Background: an optimization exercise with open tools, aiming at small area, a short achievable clock period and few clock cycles. Do not read the settings as production practice.
RTL that was checked went through simulation tests only; none was proved equivalent to the original.

==> build 24: inputs <==
// alu16
module alu16(CK, reset, start, instruction, inputR1, inputR2, outputR, busy, done);
==> module alu16, before the edit <==
module alu16(CK, reset, start, instruction, inputR1, inputR2, outputR, busy, done);
	input [15:0] inputR1, inputR2;
	input [2:0] instruction;
	input CK, reset, start;
	output [15:0] outputR;
	output reg busy;
	output reg done;
	reg [15:0] ra;		 
	reg [15:0] rb;		 
	reg [15:0] rc;		 
	reg        rs;		 
	reg        st_alu, st_mul, st_pre, st_div, st_fix;
	reg        sub, osel;
	reg [3:0]  cnt;
	reg        triv;
	wire go = start & ~busy;
	function [3:0] msb;
		input [15:0] v;
		integer i;
		begin
			msb = 4'd0;
			for (i = 0; i < 16; i = i + 1)
				if (v[i]) msb = i;
		end
	endfunction
	function [3:0] nib;
		input [15:0] v;
		begin
			nib[3] = |v[15:12];
			nib[2] = |v[15:8];
			nib[1] = |v[15:4];
			nib[0] = |v;
		end
	endfunction
	wire        m   = ~st_mul | rb[0];
	wire        inv = sub & ~rs;
	wire [16:0] Q   = sub ? ({1'b0, rb} ^ {17{inv}}) : {1'b0, ra & {16{m}}};
	wire        cin = inv | st_pre;
	wire [17:0] S2  = {rs, rc, 1'b1} + {Q, cin};
	wire [16:0] S   = S2[17:1];
	wire [3:0]  pa = msb(inputR1);
	wire [3:0]  pb = msb(inputR2);
	wire        zb = (rb == 16'd0);
	wire [3:0]  na = nib(inputR1);
	wire [3:0]  nb = nib(inputR2);
	wire        sw = ~na[2] | nb[2];          
	wire [15:0] mc = sw ? inputR2 : inputR1;  
	wire [15:0] mp = sw ? inputR1 : inputR2;  
	wire        mul1 = (mp[15:1] == 15'd0);   
	wire        dv0  = ((nb & ~na) != 4'd0);  
	wire        fast = ((instruction == 3'b010) & mul1) | (((instruction == 3'b011) | (instruction == 3'b100)) & dv0);
	assign outputR = osel ? ra : rc;
	always @(posedge CK) begin
		if (reset) begin
			busy   <= 1'b0;
			done   <= 1'b0;
			st_alu <= 1'b0;
			st_mul <= 1'b0;
			st_pre <= 1'b0;
			st_div <= 1'b0;
			st_fix <= 1'b0;
		end
		else begin
			done <= 1'b0;
			if (go) begin
				sub  <= (instruction == 3'b001);
				osel <= (instruction == 3'b100);
				rs   <= 1'b0;
				case (instruction)
					3'b000: begin ra <= inputR1; rc <= inputR2; end
					3'b001: begin rb <= inputR1; rc <= 16'd0; end
					3'b010: begin
						ra <= {mc[14:0], 1'b0};
						rb <= {1'b0, mp[15:1]};
						rc <= mc & {16{mp[0]}};
					end
					3'b011, 3'b100: begin
						ra   <= 16'd0;
						rb   <= inputR2;
						rc   <= inputR1;
						cnt  <= pa - pb;
						triv <= (pa < pb);
					end
					3'b101: rc <= inputR1 & inputR2;
					3'b110: rc <= inputR1 | inputR2;
					default: rc <= 16'd0;
				endcase
				st_alu <= (instruction == 3'b000) | (instruction == 3'b001);
				st_mul <= (instruction == 3'b010) & ~mul1;
				st_pre <= ((instruction == 3'b011) | (instruction == 3'b100)) & ~dv0;
				busy   <= ((instruction[2] == 1'b0) | (instruction == 3'b100)) & ~fast;
				done   <= ((instruction[2] == 1'b1) & (instruction != 3'b100)) | fast;
			end
			else if (st_alu) begin
				rc     <= S[15:0];
				st_alu <= 1'b0;
				busy   <= 1'b0;
				done   <= 1'b1;
			end
			else if (st_mul) begin
				rc <= S[15:0];
				ra <= ra << 1;
				rb <= rb >> 1;
				if (rb[15:1] == 15'd0) begin
					st_mul <= 1'b0;
					busy   <= 1'b0;
					done   <= 1'b1;
				end
			end
			else if (st_pre) begin
				st_pre <= 1'b0;
				if (zb) begin
					rc   <= S[15:0];
					ra   <= 16'hffff;
					busy <= 1'b0;
					done <= 1'b1;
				end
				else if (triv) begin
					busy <= 1'b0;
					done <= 1'b1;
				end
				else begin
					rb     <= rb << cnt;
					sub    <= 1'b1;
					st_div <= 1'b1;
				end
			end
			else if (st_div) begin
				{rs, rc} <= S;
				ra  <= {ra[14:0], ~S[16]};
				cnt <= cnt - 4'd1;
				if (cnt == 4'd0) begin
					st_div <= 1'b0;
					if (~osel & S[16])
						st_fix <= 1'b1;
					else begin
						busy <= 1'b0;
						done <= 1'b1;
					end
				end
				else
					rb <= rb >> 1;
			end
			else if (st_fix) begin
				rc     <= S[15:0];
				st_fix <= 1'b0;
				busy   <= 1'b0;
				done   <= 1'b1;
			end
		end
	end
endmodule
==> flow/config.mk <==
export PLATFORM = sky130hd
export DESIGN_NAME = alu16
export DESIGN_NICKNAME = alu16
export VERILOG_FILES = /design/flow/design.v
export SDC_FILE = /design/flow/constraint.sdc
export NUM_CORES = 4
export LEC_CHECK = 0
export CAP_MARGIN = 20
export CORE_MARGIN = 2
export CORE_UTILIZATION = 40
export SETUP_SLACK_MARGIN = 4.1
export SLEW_MARGIN = 20
==> flow/constraint.sdc <==
create_clock -name core_clock -period 7.5 [get_ports {CK}]
set_input_delay 1.5000 -clock core_clock [delete_from_list [all_inputs] [get_ports {CK}]]
set_output_delay 1.5000 -clock core_clock [all_outputs]
set_load 0.01 [all_outputs]
standard.sh (not shown) runs the stock make flow with config.mk's settings and CLKGATE_MAP_FILE= SYNTH_SCRIPT=/design/flow/synth_recipe.tcl, a recipe that flattens the netlist after the stock synthesis.
==> flow/flow/run.sh <==
#!/bin/bash
# Standard layout, with the port buffers built from a regular buffer cell
# instead of the delay cell the resizer picks by default.
export BUFFER_PORTS_ARGS="-buffer_cell sky130_fd_sc_hd__buf_4"
bash standard.sh > standard.log 2>&1
==> build 80 (differences from build 24) <==
--- a/flow/design.v
+++ b/flow/design.v
@@ -7,7 +7,4 @@
 	output reg done;
-	reg [15:0] ra;		 
-	reg [15:0] rb;		 
-	reg [15:0] rc;		 
-	reg        rs;		 
-	reg        st_alu, st_mul, st_pre, st_div, st_fix;
+	reg [15:0] ra, rb, rc;
+	reg        st_alu, st_mul, st_pre, st_div;
 	reg        sub, osel;
@@ -34,8 +31,9 @@
 	endfunction
-	wire        m   = ~st_mul | rb[0];
-	wire        inv = sub & ~rs;
-	wire [16:0] Q   = sub ? ({1'b0, rb} ^ {17{inv}}) : {1'b0, ra & {16{m}}};
-	wire        cin = inv | st_pre;
-	wire [17:0] S2  = {rs, rc, 1'b1} + {Q, cin};
-	wire [16:0] S   = S2[17:1];
+	wire [15:0] mq  = (~st_mul | rb[0]) ? ra : (rb[1] ? {ra[14:0], 1'b0} : 16'd0);
+	wire [15:0] Q   = sub ? ~rb : mq;
+	wire        m1  = (rb[1:0] == 2'b11);     
+	wire        cin = sub | st_pre;
+	wire [17:0] S2  = {1'b0, rc, 1'b1} + {1'b0, Q, cin};
+	wire [15:0] S   = S2[16:1];
+	wire        ge  = S2[17];
 	wire [3:0]  pa = msb(inputR1);
@@ -45,6 +43,4 @@
 	wire [3:0]  nb = nib(inputR2);
-	wire        sw = ~na[2] | nb[2];          
-	wire [15:0] mc = sw ? inputR2 : inputR1;  
-	wire [15:0] mp = sw ? inputR1 : inputR2;  
-	wire        mul1 = (mp[15:1] == 15'd0);   
+	wire        t1   = (inputR2[1:0] == 2'b11);   
+	wire        mul1 = t1 ? (inputR2[15:1] == 15'd0) : (inputR2[15:2] == 14'd0);  
 	wire        dv0  = ((nb & ~na) != 4'd0);  
@@ -60,3 +56,2 @@
 			st_div <= 1'b0;
-			st_fix <= 1'b0;
 		end
@@ -67,3 +62,2 @@
 				osel <= (instruction == 3'b100);
-				rs   <= 1'b0;
 				case (instruction)
@@ -72,5 +66,5 @@
 					3'b010: begin
-						ra <= {mc[14:0], 1'b0};
-						rb <= {1'b0, mp[15:1]};
-						rc <= mc & {16{mp[0]}};
+						ra <= t1 ? {inputR1[14:0], 1'b0} : {inputR1[13:0], 2'b00};
+						rb <= t1 ? {1'b0, inputR2[15:1]} : {2'b00, inputR2[15:2]};
+						rc <= inputR2[0] ? inputR1 : (inputR2[1] ? {inputR1[14:0], 1'b0} : 16'd0);
 					end
@@ -94,3 +88,3 @@
 			else if (st_alu) begin
-				rc     <= S[15:0];
+				rc     <= S;
 				st_alu <= 1'b0;
@@ -100,6 +94,6 @@
 			else if (st_mul) begin
-				rc <= S[15:0];
-				ra <= ra << 1;
-				rb <= rb >> 1;
-				if (rb[15:1] == 15'd0) begin
+				rc <= S;
+				ra <= m1 ? {ra[14:0], 1'b0} : {ra[13:0], 2'b00};
+				rb <= m1 ? {1'b0, rb[15:1]} : {2'b00, rb[15:2]};
+				if (m1 ? (rb[15:1] == 15'd0) : (rb[15:2] == 14'd0)) begin
 					st_mul <= 1'b0;
@@ -112,3 +106,3 @@
 				if (zb) begin
-					rc   <= S[15:0];
+					rc   <= S;
 					ra   <= 16'hffff;
@@ -128,4 +122,5 @@
 			else if (st_div) begin
-				{rs, rc} <= S;
-				ra  <= {ra[14:0], ~S[16]};
+				if (ge) rc <= S;
+				ra  <= {ra[14:0], ge};
+				rb  <= rb >> 1;
 				cnt <= cnt - 4'd1;
@@ -133,17 +128,5 @@
 					st_div <= 1'b0;
-					if (~osel & S[16])
-						st_fix <= 1'b1;
-					else begin
-						busy <= 1'b0;
-						done <= 1'b1;
-					end
+					busy   <= 1'b0;
+					done   <= 1'b1;
 				end
-				else
-					rb <= rb >> 1;
-			end
-			else if (st_fix) begin
-				rc     <= S[15:0];
-				st_fix <= 1'b0;
-				busy   <= 1'b0;
-				done   <= 1'b1;
 			end
==> build 68 (differences from build 24) <==
--- a/flow/design.v
+++ b/flow/design.v
@@ -7,7 +7,4 @@
 	output reg done;
-	reg [15:0] ra;		 
-	reg [15:0] rb;		 
-	reg [15:0] rc;		 
-	reg        rs;		 
-	reg        st_alu, st_mul, st_pre, st_div, st_fix;
+	reg [15:0] ra, rb, rc;
+	reg        st_alu, st_mul, st_pre, st_div;
 	reg        sub, osel;
@@ -34,8 +31,9 @@
 	endfunction
-	wire        m   = ~st_mul | rb[0];
-	wire        inv = sub & ~rs;
-	wire [16:0] Q   = sub ? ({1'b0, rb} ^ {17{inv}}) : {1'b0, ra & {16{m}}};
-	wire        cin = inv | st_pre;
-	wire [17:0] S2  = {rs, rc, 1'b1} + {Q, cin};
-	wire [16:0] S   = S2[17:1];
+	wire [15:0] mq  = (~st_mul | rb[0]) ? ra : (rb[1] ? {ra[14:0], 1'b0} : 16'd0);
+	wire [15:0] Q   = sub ? ~rb : mq;
+	wire        m1  = (rb[1:0] == 2'b11);     
+	wire        cin = sub | st_pre;
+	wire [17:0] S2  = {1'b0, rc, 1'b1} + {1'b0, Q, cin};
+	wire [15:0] S   = S2[16:1];
+	wire        ge  = S2[17];
 	wire [3:0]  pa = msb(inputR1);
@@ -45,6 +43,4 @@
 	wire [3:0]  nb = nib(inputR2);
-	wire        sw = ~na[2] | nb[2];          
-	wire [15:0] mc = sw ? inputR2 : inputR1;  
-	wire [15:0] mp = sw ? inputR1 : inputR2;  
-	wire        mul1 = (mp[15:1] == 15'd0);   
+	wire        t1   = (inputR2[1:0] == 2'b11);   
+	wire        mul1 = t1 ? (inputR2[15:1] == 15'd0) : (inputR2[15:2] == 14'd0);  
 	wire        dv0  = ((nb & ~na) != 4'd0);  
@@ -60,3 +56,2 @@
 			st_div <= 1'b0;
-			st_fix <= 1'b0;
 		end
@@ -67,3 +62,2 @@
 				osel <= (instruction == 3'b100);
-				rs   <= 1'b0;
 				case (instruction)
@@ -72,5 +66,5 @@
 					3'b010: begin
-						ra <= {mc[14:0], 1'b0};
-						rb <= {1'b0, mp[15:1]};
-						rc <= mc & {16{mp[0]}};
+						ra <= t1 ? {inputR1[14:0], 1'b0} : {inputR1[13:0], 2'b00};
+						rb <= t1 ? {1'b0, inputR2[15:1]} : {2'b00, inputR2[15:2]};
+						rc <= inputR2[0] ? inputR1 : (inputR2[1] ? {inputR1[14:0], 1'b0} : 16'd0);
 					end
@@ -94,3 +88,3 @@
 			else if (st_alu) begin
-				rc     <= S[15:0];
+				rc     <= S;
 				st_alu <= 1'b0;
@@ -100,6 +94,6 @@
 			else if (st_mul) begin
-				rc <= S[15:0];
-				ra <= ra << 1;
-				rb <= rb >> 1;
-				if (rb[15:1] == 15'd0) begin
+				rc <= S;
+				ra <= m1 ? {ra[14:0], 1'b0} : {ra[13:0], 2'b00};
+				rb <= m1 ? {1'b0, rb[15:1]} : {2'b00, rb[15:2]};
+				if (m1 ? (rb[15:1] == 15'd0) : (rb[15:2] == 14'd0)) begin
 					st_mul <= 1'b0;
@@ -112,3 +106,3 @@
 				if (zb) begin
-					rc   <= S[15:0];
+					rc   <= S;
 					ra   <= 16'hffff;
@@ -128,4 +122,5 @@
 			else if (st_div) begin
-				{rs, rc} <= S;
-				ra  <= {ra[14:0], ~S[16]};
+				if (ge) rc <= S;
+				ra  <= {ra[14:0], ge};
+				rb  <= rb >> 1;
 				cnt <= cnt - 4'd1;
@@ -133,17 +128,5 @@
 					st_div <= 1'b0;
-					if (~osel & S[16])
-						st_fix <= 1'b1;
-					else begin
-						busy <= 1'b0;
-						done <= 1'b1;
-					end
+					busy   <= 1'b0;
+					done   <= 1'b1;
 				end
-				else
-					rb <= rb >> 1;
-			end
-			else if (st_fix) begin
-				rc     <= S[15:0];
-				st_fix <= 1'b0;
-				busy   <= 1'b0;
-				done   <= 1'b1;
 			end
CORE_UTILIZATION = 65   (was 40)
PLACE_DENSITY = 0.75   (was default)
==> trial 35 (differences from build 24) <==
--- a/flow/design.v
+++ b/flow/design.v
@@ -7,7 +7,4 @@
 	output reg done;
-	reg [15:0] ra;		 
-	reg [15:0] rb;		 
-	reg [15:0] rc;		 
-	reg        rs;		 
-	reg        st_alu, st_mul, st_pre, st_div, st_fix;
+	reg [15:0] ra, rb, rc;
+	reg        st_alu, st_mul, st_pre, st_div;
 	reg        sub, osel;
@@ -35,7 +32,7 @@
 	wire        m   = ~st_mul | rb[0];
-	wire        inv = sub & ~rs;
-	wire [16:0] Q   = sub ? ({1'b0, rb} ^ {17{inv}}) : {1'b0, ra & {16{m}}};
-	wire        cin = inv | st_pre;
-	wire [17:0] S2  = {rs, rc, 1'b1} + {Q, cin};
-	wire [16:0] S   = S2[17:1];
+	wire [15:0] Q   = sub ? ~rb : (ra & {16{m}});
+	wire        cin = sub | st_pre;
+	wire [17:0] S2  = {1'b0, rc, 1'b1} + {1'b0, Q, cin};
+	wire [15:0] S   = S2[16:1];
+	wire        ge  = S2[17];
 	wire [3:0]  pa = msb(inputR1);
@@ -45,3 +42,3 @@
 	wire [3:0]  nb = nib(inputR2);
-	wire        sw = ~na[2] | nb[2];          
+	wire        sw = ((na & ~nb) == 4'd0);    
 	wire [15:0] mc = sw ? inputR2 : inputR1;  
@@ -60,3 +57,2 @@
 			st_div <= 1'b0;
-			st_fix <= 1'b0;
 		end
@@ -67,3 +63,2 @@
 				osel <= (instruction == 3'b100);
-				rs   <= 1'b0;
 				case (instruction)
@@ -94,3 +89,3 @@
 			else if (st_alu) begin
-				rc     <= S[15:0];
+				rc     <= S;
 				st_alu <= 1'b0;
@@ -100,3 +95,3 @@
 			else if (st_mul) begin
-				rc <= S[15:0];
+				rc <= S;
 				ra <= ra << 1;
@@ -112,3 +107,3 @@
 				if (zb) begin
-					rc   <= S[15:0];
+					rc   <= S;
 					ra   <= 16'hffff;
@@ -128,4 +123,5 @@
 			else if (st_div) begin
-				{rs, rc} <= S;
-				ra  <= {ra[14:0], ~S[16]};
+				if (ge) rc <= S;
+				ra  <= {ra[14:0], ge};
+				rb  <= rb >> 1;
 				cnt <= cnt - 4'd1;
@@ -133,17 +129,5 @@
 					st_div <= 1'b0;
-					if (~osel & S[16])
-						st_fix <= 1'b1;
-					else begin
-						busy <= 1'b0;
-						done <= 1'b1;
-					end
+					busy   <= 1'b0;
+					done   <= 1'b1;
 				end
-				else
-					rb <= rb >> 1;
-			end
-			else if (st_fix) begin
-				rc     <= S[15:0];
-				st_fix <= 1'b0;
-				busy   <= 1'b0;
-				done   <= 1'b1;
 			end
==> flow/run.sh (new file) <==
#!/bin/bash
# synth_recipe.tcl (not shown) runs the flow's synth.tcl, then flattens the netlist and writes it again
# the make line also repeats each setting of config.mk as NAME=value (left out here)
make -C /OpenROAD-flow-scripts/flow DESIGN_CONFIG=/design/flow/config.mk WORK_HOME=/design/flow/orfs CLKGATE_MAP_FILE= SYNTH_SCRIPT=/design/flow/synth_recipe.tcl finish
SETUP_SLACK_MARGIN = 3.8   (was 4.1)
removed: flow/flow/run.sh
removed: flow/standard.sh
==> summary of the runs <==
- Of build 80 and trial 35, build 80 has the higher via count (gap 2.3%, measured against trial 35).
- Clock skew: build 80 < trial 35 < build 24 < build 68.
- Core utilization: build 68 > trial 35 > build 24 > build 80.
- Non-clock buffer count, highest first: trial 35, build 24, build 68, build 80.
- Build 68 produced a clean layout. Build 80 finished clean. Trial 35 completed with no timing, DRC or antenna violations. Build 24 went through all stages and came out clean.
- Sequential share of layout area: trial 35 < build 24 < build 80 < build 68.
- Against build 68, the maximum frequency of build 24 is higher by about 2.4%.
Testbench counts of build 80, summed over its fixed seeds: cycles 20,712.
Testbench counts of build 68, summed over its fixed seeds: cycles 20,712.
Only the layout flow was run in build 24 and trial 35; the RTL was not checked for function there.

==> static timing again, ports no longer ideal <==
No port has a modelled driver above. Below, the same layouts with a new extraction and two added sets of constraints.
Step 1 assumes that a clkbuf_16 drives the clock port and a buf_2 every other input.
Step 2 also shifts input and output timing later by t, the mid clock arrival at the registers, as if the neighbouring blocks saw the same clock.
Slacks: ideal / step 1 / step 2; pairs: ideal / step 1.
run	shift t [ns]	setup WS [ns]	worst setup path after step 2
build 24	0.372	4.153 / 4.136 / 3.764	input to register
build 80	0.378	4.185 / 4.186 / 3.824	input to register
build 68	0.381	4.074 / 4.083 / 3.702	input to register
trial 35	0.377	3.750 / 3.755 / 3.378	input to register
After both steps every run listed still meets setup and hold. For build 24, which loses most, drivers alone change the setup slack by -0.017 ns; drivers and shift together by -0.389 ns.
